Context: an optimization exercise on an open-source flow, tuned for small area and a short achievable clock period. The choices shown serve that exercise and are no tape-out recipe.
Where RTL was checked, it was by simulation tests only, not by an equivalence proof against the original.

==> build 30 <==
## fp32_adder_tree_8_inputs
module fp32_adder_tree_8_inputs (
    input wire clk,
    input wire rst_n,
    input wire [127:0] dvr_fp32addtree8to1_s0,
    input wire [127:0] dvr_fp32addtree8to1_s1,
    input wire [2:0] cru_fp32addtree8to1,
    output wire [127:0] dr_fp32addtree8to1_d
);
    genvar i;
    wire [7:0] sgn, hid, inf, nan;
    wire [7:0] ex [0:7];
    wire [22:0] man [0:7];
    generate
        for (i = 0; i < 8; i = i + 1) begin : unpack_gen
            fp32_unpacker u (
                .fp_in({dvr_fp32addtree8to1_s1[16*i +: 16], dvr_fp32addtree8to1_s0[16*i +: 16]}),
                .sign(sgn[i]), .exponent(ex[i]), .hidden(hid[i]), .mantissa(man[i]),
                .is_inf(inf[i]), .is_nan(nan[i]));
        end
    endgenerate
    wire pinf = |(inf & ~sgn);
    wire ninf = |(inf & sgn);
    wire res_nan = (|nan) | (pinf & ninf);
    wire res_inf = pinf | ninf;
    wire all_neg = &sgn;
    function [7:0] max2(input [7:0] a, input [7:0] b);
        reg c;
        integer k;
        begin
            c = 1'b1;
            for (k = 0; k < 8; k = k + 1)
                c = (a[k] & ~b[k]) | ((a[k] | ~b[k]) & c);
            max2 = c ? a : b;
        end
    endfunction
    wire [7:0] m01 = max2(ex[0], ex[1]);
    wire [7:0] m23 = max2(ex[2], ex[3]);
    wire [7:0] m45 = max2(ex[4], ex[5]);
    wire [7:0] m67 = max2(ex[6], ex[7]);
    wire [7:0] m03 = max2(m01, m23);
    wire [7:0] m47 = max2(m45, m67);
    wire [7:0] emax = max2(m03, m47);
    wire [255:0] aligned;
    generate
        for (i = 0; i < 8; i = i + 1) begin : align_gen
  ...
clock: 64.0 ns
lec_check: 0
abc_area: 1
cap_margin: 20
core_margin: 2
core_utilization: 40
slew_margin: 20
standard.sh (not shown) runs the stock make flow with config.mk's settings and CLKGATE_MAP_FILE= SYNTH_SCRIPT=/design/flow/synth_recipe.tcl, a recipe that flattens the netlist after the stock synthesis.
==> flow/flow/run.sh <==
#!/bin/bash
# Layout flow: ORFS, with two changes to its synthesis script and a setup
# margin for timing repair.
#  - synthesis: Yosys's generic synth step runs without its quick ABC pass, so
#    the full adders written in the RTL reach extract_fa as written (no
#    inverters around them); the final ABC mapping uses flow/abc.script.
#  - layout: standard steps; repair_timing aims at SETUP_SLACK_MARGIN.
# Each tool's output goes to ORFS's own logs (orfs/logs/...); make's output to flow.log.
set -euo pipefail
HERE=$(pwd)
FL=$HERE/flow
source $FL/params.sh
sed -e 's#^source \$::env(SCRIPTS_DIR)/synth_preamble.tcl#&\nset abc_args [lreplace $abc_args 1 1 '"$FL"'/abc.script]#' \
    -e 's#synth -top \$::env(DESIGN_NAME) -run fine: {\*}\$synth_full_args#& -noabc#' \
    $FLOW_HOME/scripts/synth.tcl > $HERE/my_synth.tcl
grep -q -- '-noabc' $HERE/my_synth.tcl
grep -q 'abc.script\]' $HERE/my_synth.tcl
sed -e "s#source \$::env(SCRIPTS_DIR)/synth.tcl#source $HERE/my_synth.tcl#" synth_recipe.tcl > my_synth_recipe.tcl
grep -q my_synth.tcl my_synth_recipe.tcl
sed -e "s#SYNTH_SCRIPT=[^ ]*#SYNTH_SCRIPT=$HERE/my_synth_recipe.tcl#" standard.sh > my_standard.sh
grep -q my_synth_recipe.tcl my_standard.sh
export SETUP_SLACK_MARGIN=$MARGIN
bash my_standard.sh finish > flow.log 2>&1
==> flow/flow/abc.script <==
strash
dch
map -B 0.9
topo
stime -c
buffer -c
upsize -c
dnsize -c
==> flow/flow/params.sh <==
MARGIN=35
==> inputs of trial 60, as changes to build 30 <==
==> flow/flow/params.sh (replaced) <==
MARGIN=0
==> run summary <==
Signal buf overhead: build 30 0.149; trial 60 0.113
Worst-path maximum fanout: build 30 7; trial 60 30
Result of the run: build 30 finished clean; trial 60 finished clean
Routed vias/inst: build 30 5.59; trial 60 5.49
Seq/total area: build 30 0.0205; trial 60 0.0233
Antenna Cells: build 30 6; trial 60 8
Setup bufs post-CTS: build 30 73; trial 60 0
CTS resizes: build 30 279; trial 60 0
Global-route met1 utilization: build 30 0.429; trial 60 0.414
Final critical-path setup slack: build 30 35.63 ns; trial 60 30.13 ns
Pre-Repair DR Iteration Count: build 30 7; trial 60 8
Min Hold Slack: build 30 12.61 ns; trial 60 12.60 ns
Peak clock frequency supported by timing: build 30 35.3 MHz; trial 60 29.5 MHz

========
==> run Y: inputs <==
fp32_adder_tree_8_inputs, a different RTL version from the one above (not shown whole).
export LEC_CHECK = 0
export ABC_AREA = 1
export CAP_MARGIN = 20
export CORE_MARGIN = 2
export CORE_UTILIZATION = 40
export SLEW_MARGIN = 20
create_clock -name core_clock -period 64.0 [get_ports {clk}]
==> flow/flow/run.sh <==
#!/bin/bash
# Layout flow: ORFS, with two changes to its synthesis script and a setup
# margin for timing repair.
#  - synthesis: Yosys's generic synth step runs without its quick ABC pass, so
#    the full adders written in the RTL reach extract_fa as written (no
#    inverters around them); the final ABC mapping uses flow/abc.script.
#  - layout: standard steps; repair_timing aims at SETUP_SLACK_MARGIN; the
#    port buffers are the platform's smallest buffer.
# Each tool's output goes to ORFS's own logs (orfs/logs/...); make's output to flow.log.
set -euo pipefail
HERE=$(pwd)
FL=$HERE/flow
source $FL/params.sh
sed -e 's#^source \$::env(SCRIPTS_DIR)/synth_preamble.tcl#&\nset abc_args [lreplace $abc_args 1 1 '"$FL"'/abc.script]#' \
    -e 's#synth -top \$::env(DESIGN_NAME) -run fine: {\*}\$synth_full_args#& -noabc#' \
    $FLOW_HOME/scripts/synth.tcl > $HERE/my_synth.tcl
grep -q -- '-noabc' $HERE/my_synth.tcl
grep -q 'abc.script\]' $HERE/my_synth.tcl
sed -e "s#source \$::env(SCRIPTS_DIR)/synth.tcl#source $HERE/my_synth.tcl#" synth_recipe.tcl > my_synth_recipe.tcl
grep -q my_synth.tcl my_synth_recipe.tcl
sed -e "s#SYNTH_SCRIPT=[^ ]*#SYNTH_SCRIPT=$HERE/my_synth_recipe.tcl#" standard.sh > my_standard.sh
grep -q my_synth_recipe.tcl my_standard.sh
export SETUP_SLACK_MARGIN=$MARGIN
# every port still gets a buffer, the smallest one
export BUFFER_PORTS_ARGS="${PORTBUF:--buffer_cell sky130_fd_sc_hd__buf_1}"
bash my_standard.sh finish > flow.log 2>&1
==> flow/flow/abc.script <==
strash
dch
map -B 0.9
topo
mfs
strash
dch
map -B 0.9
topo
mfs
strash
dch
map -B 0.9
topo
stime -c
buffer -c
upsize -c
dnsize -c
==> flow/flow/params.sh <==
MARGIN=42

==> inputs of run E, as changes to run Y <==
--- a/flow/design.v
+++ b/flow/design.v
@@ -2283,46 +2283,36 @@
                 .aligned(aligned[32*i +: 32]));
         end
     endgenerate
     wire [35:0] row_a, row_b, sum;
     wallace_tree_8_inputs tree (.data_in(aligned), .sgn(sgn), .row_a(row_a), .row_b(row_b));
-    reg [35:0] row_a_q;
-    reg [35:0] row_b_q;
-    reg [7:0] emax_q;
-    reg nan_q;
-    reg inf_q;
-    reg ninf_q;
-    reg allneg_q;
-    reg valid_q;
-    reg [1:0] seg_q;
-    always @(posedge clk or negedge rst_n) begin
-        if (!rst_n) valid_q <= 1'b0;
-        else valid_q <= cru_fp32addtree8to1[2];
-    end
-    always @(posedge clk) begin
-        row_a_q <= row_a;
-        row_b_q <= row_b;
-        emax_q <= emax;
-        nan_q <= res_nan;
-        inf_q <= res_inf;
-        ninf_q <= ninf;
-        allneg_q <= all_neg;
-        seg_q <= cru_fp32addtree8to1[1:0];
-    end
-    wire [35:0] sum_q;
-    final_adder cpa (.a(row_a_q), .b(row_b_q), .sum(sum_q));
-    wire neg = sum_q[35];
-    wire [34:0] mag = sum_q[34:0] ^ {35{neg}};
+    final_adder cpa (.a(row_a), .b(row_b), .sum(sum));
+    wire neg = sum[35];
+    wire [34:0] mag = sum[34:0] ^ {35{neg}};
     wire zero = ~|mag;
-    wire sign = zero ? allneg_q : neg;
+    wire sign = zero ? all_neg : neg;
     wire [30:0] res;
     wire overflow;
-    fp32_normalizer_rounder nr (.raw(sum_q[34:0]), .neg(neg), .exp_in(emax_q), .res(res), .overflow(overflow));
+    fp32_normalizer_rounder nr (.raw(sum[34:0]), .neg(neg), .exp_in(emax), .res(res), .overflow(overflow));
     wire [31:0] fp_sum_result;
-    fp32_packer pk (.res_nan(nan_q), .res_inf(inf_q), .inf_sign(ninf_q),
+    fp32_packer pk (.res_nan(res_nan), .res_inf(res_inf), .inf_sign(ninf),
                     .overflow(overflow), .sign(sign), .res(res), .fp_out(fp_sum_result));
+    reg [31:0] sum_qn;
+    reg        valid_q;
+    reg [1:0]  seg_q;
+    always @(posedge clk or negedge rst_n) begin
+        if (!rst_n) begin
+            sum_qn  <= 32'b0;
+            valid_q <= 1'b0;
+            seg_q   <= 2'b0;
+        end else begin
+            sum_qn  <= ~fp_sum_result;
+            valid_q <= cru_fp32addtree8to1[2];
+            seg_q   <= cru_fp32addtree8to1[1:0];
+        end
+    end
     assign dr_fp32addtree8to1_d = {
-        {32{valid_q & (seg_q == 2'b11)}} & fp_sum_result,
-        {32{valid_q & (seg_q == 2'b10)}} & fp_sum_result,
-        {32{valid_q & (seg_q == 2'b01)}} & fp_sum_result,
-        {32{valid_q & (seg_q == 2'b00)}} & fp_sum_result};
+        {32{valid_q & (seg_q == 2'b11)}} & ~sum_qn,
+        {32{valid_q & (seg_q == 2'b10)}} & ~sum_qn,
+        {32{valid_q & (seg_q == 2'b01)}} & ~sum_qn,
+        {32{valid_q & (seg_q == 2'b00)}} & ~sum_qn};
 endmodule
==> flow/flow/abc.script (replaced) <==
strash
dch
map -B 0.9
mfs
strash
dch
map -B 0.9
topo
stime -c
buffer -c
upsize -c
dnsize -c
==> flow/flow/params.sh (replaced) <==
MARGIN=36
==> flow/flow/recover.tcl (new file) <==
# Sourced by ORFS after global routing (POST_GLOBAL_ROUTE_TCL), with the
# global-route parasitics estimated.
# Area recovery: try each upsized cell at smaller drive strengths and keep the
# change if the worst setup slack does not get worse, the cell's own worst slack
# stays at least REC_GUARD ns above it, and no slew/capacitance check fails.
proc rec_wns {} { return [expr {[sta::worst_slack_cmd max] * 1e9}] }
proc rec_inst_slack {iname} {
  set s 1e30
  foreach p [get_pins -of_objects [get_cells $iname]] {
    set v [get_property $p slack_max]
    if {$v ne "" && $v < $s} { set s $v }
  }
  return $s
}
set guard [expr {[info exists ::env(REC_GUARD)] ? $::env(REC_GUARD) : 1.0}]
set db [ord::get_db]
set block [ord::get_db_block]
set wns0 [rec_wns]
set viol0 [expr {[sta::max_slew_violation_count] + [sta::max_capacitance_violation_count]}]
puts "recover: start WNS $wns0 viol $viol0 guard $guard"
set masters {}
foreach lib [$db getLibs] { foreach m [$lib getMasters] { lappend masters [$m getName] } }
set tried 0; set changed 0
foreach inst [$block getInsts] {
  set mname [[$inst getMaster] getName]
  if {![regexp {^sky130_fd_sc_hd__(.+)_(\d+)$} $mname -> base drv]} continue
  if {$drv <= 1} continue
  if {[regexp {^(df|sdf|edf|dl|clk|tap|fill|decap|conb|lpflow|probe)} $base]} continue
  set iname [$inst getName]
  if {[rec_inst_slack $iname] < $wns0 + $guard} continue
  set cands {}
  foreach d {0 1 2 4 6 8 12 16} {
    if {$d >= $drv} break
    set c "sky130_fd_sc_hd__${base}_$d"
    if {[lsearch -exact $masters $c] >= 0} { lappend cands $c }
  }
  foreach c $cands {
    incr tried
    replace_cell $iname $c
    set w [rec_wns]
    set v [expr {[sta::max_slew_violation_count] + [sta::max_capacitance_violation_count]}]
    if {$w >= $wns0 - 1e-6 && $v <= $viol0 && [rec_inst_slack $iname] >= $wns0 + $guard} { incr changed; break }
    replace_cell $iname $mname
  }
}
puts "recover: tried $tried changed $changed WNS [rec_wns]"
==> run summary <==
run status - failed layout checks
Layout Check Fail Reasons - max-capacitance violations, max-slew violations
Clock Pin Slew Worst Setup and Hold Paths - 0.05 ns
min cycle time layout - 27.07 ns
Async SR Flop Fraction - 100%
Final Max Tran Viols - 8
Max Cap Viol - 1
total CTS buffers - 5
Critical Path Max Stage Delay - 0.58 ns
Fmax achieved - 36.9 MHz
# the run above: run E

==> run summary <==
run status - complete, no violations
Critical Path Max Stage Delay - 0.61 ns
Fmax achieved - 46.4 MHz
largest registers - row_a_q (36), row_b_q (35), emax_q (8)
grt met3 use - 2.62%
Async SR Flop Fraction - 1.16%
ys flop type - dfxtp_1
routing usage on met2 - 52.3%
period utilisation layout - 33.7%
final hold vios - 0
sequential portion of the cell area - 4.72%
total CTS buffers - 9
Max Cap Viol - 0
# placed instances - 6910
Final Max Tran Viols - 0
# the run above: run Y

Function was not checked in any run of this note: the RTL went through the layout flow alone.

[port drivers added, routing unchanged]
In the flow no input, the clock included, has a driving cell. The finished layouts below were timed again as built, in two steps. Step 1: set_driving_cell puts a clkbuf_16 on clk and a buf_2 on each other input, an assumption about the parent block. Step 2 moves the port delays by t, midway between the first and last clock arrival at a register: inputs arrive t later, outputs are due t later. That takes back most of the time a late clock gives input paths. a / b / c = ideal / step 1 / step 2; a / b = the first two.
| run | t, ns | slack for setup (ns) | hold WS [ns] |
|---|---|---|---|
| build 30 | 0.312 | 35.635 / 35.645 / 35.333 | 12.606 / 12.599 / 12.912 |
| trial 60 | 0.312 | 30.127 / 30.132 / 29.820 | 12.602 / 12.595 / 12.908 |
| run Y | 0.418 | 42.433 / 42.461 / 42.043 | 12.177 / 12.154 / 12.572 |
| run E | 0.305 | 36.929 / 36.926 / 36.621 | 12.618 / 12.619 / 12.924 |
The setup slack of run Y, which loses most, moves by +0.028 ns with the drivers and by -0.390 ns with both steps.
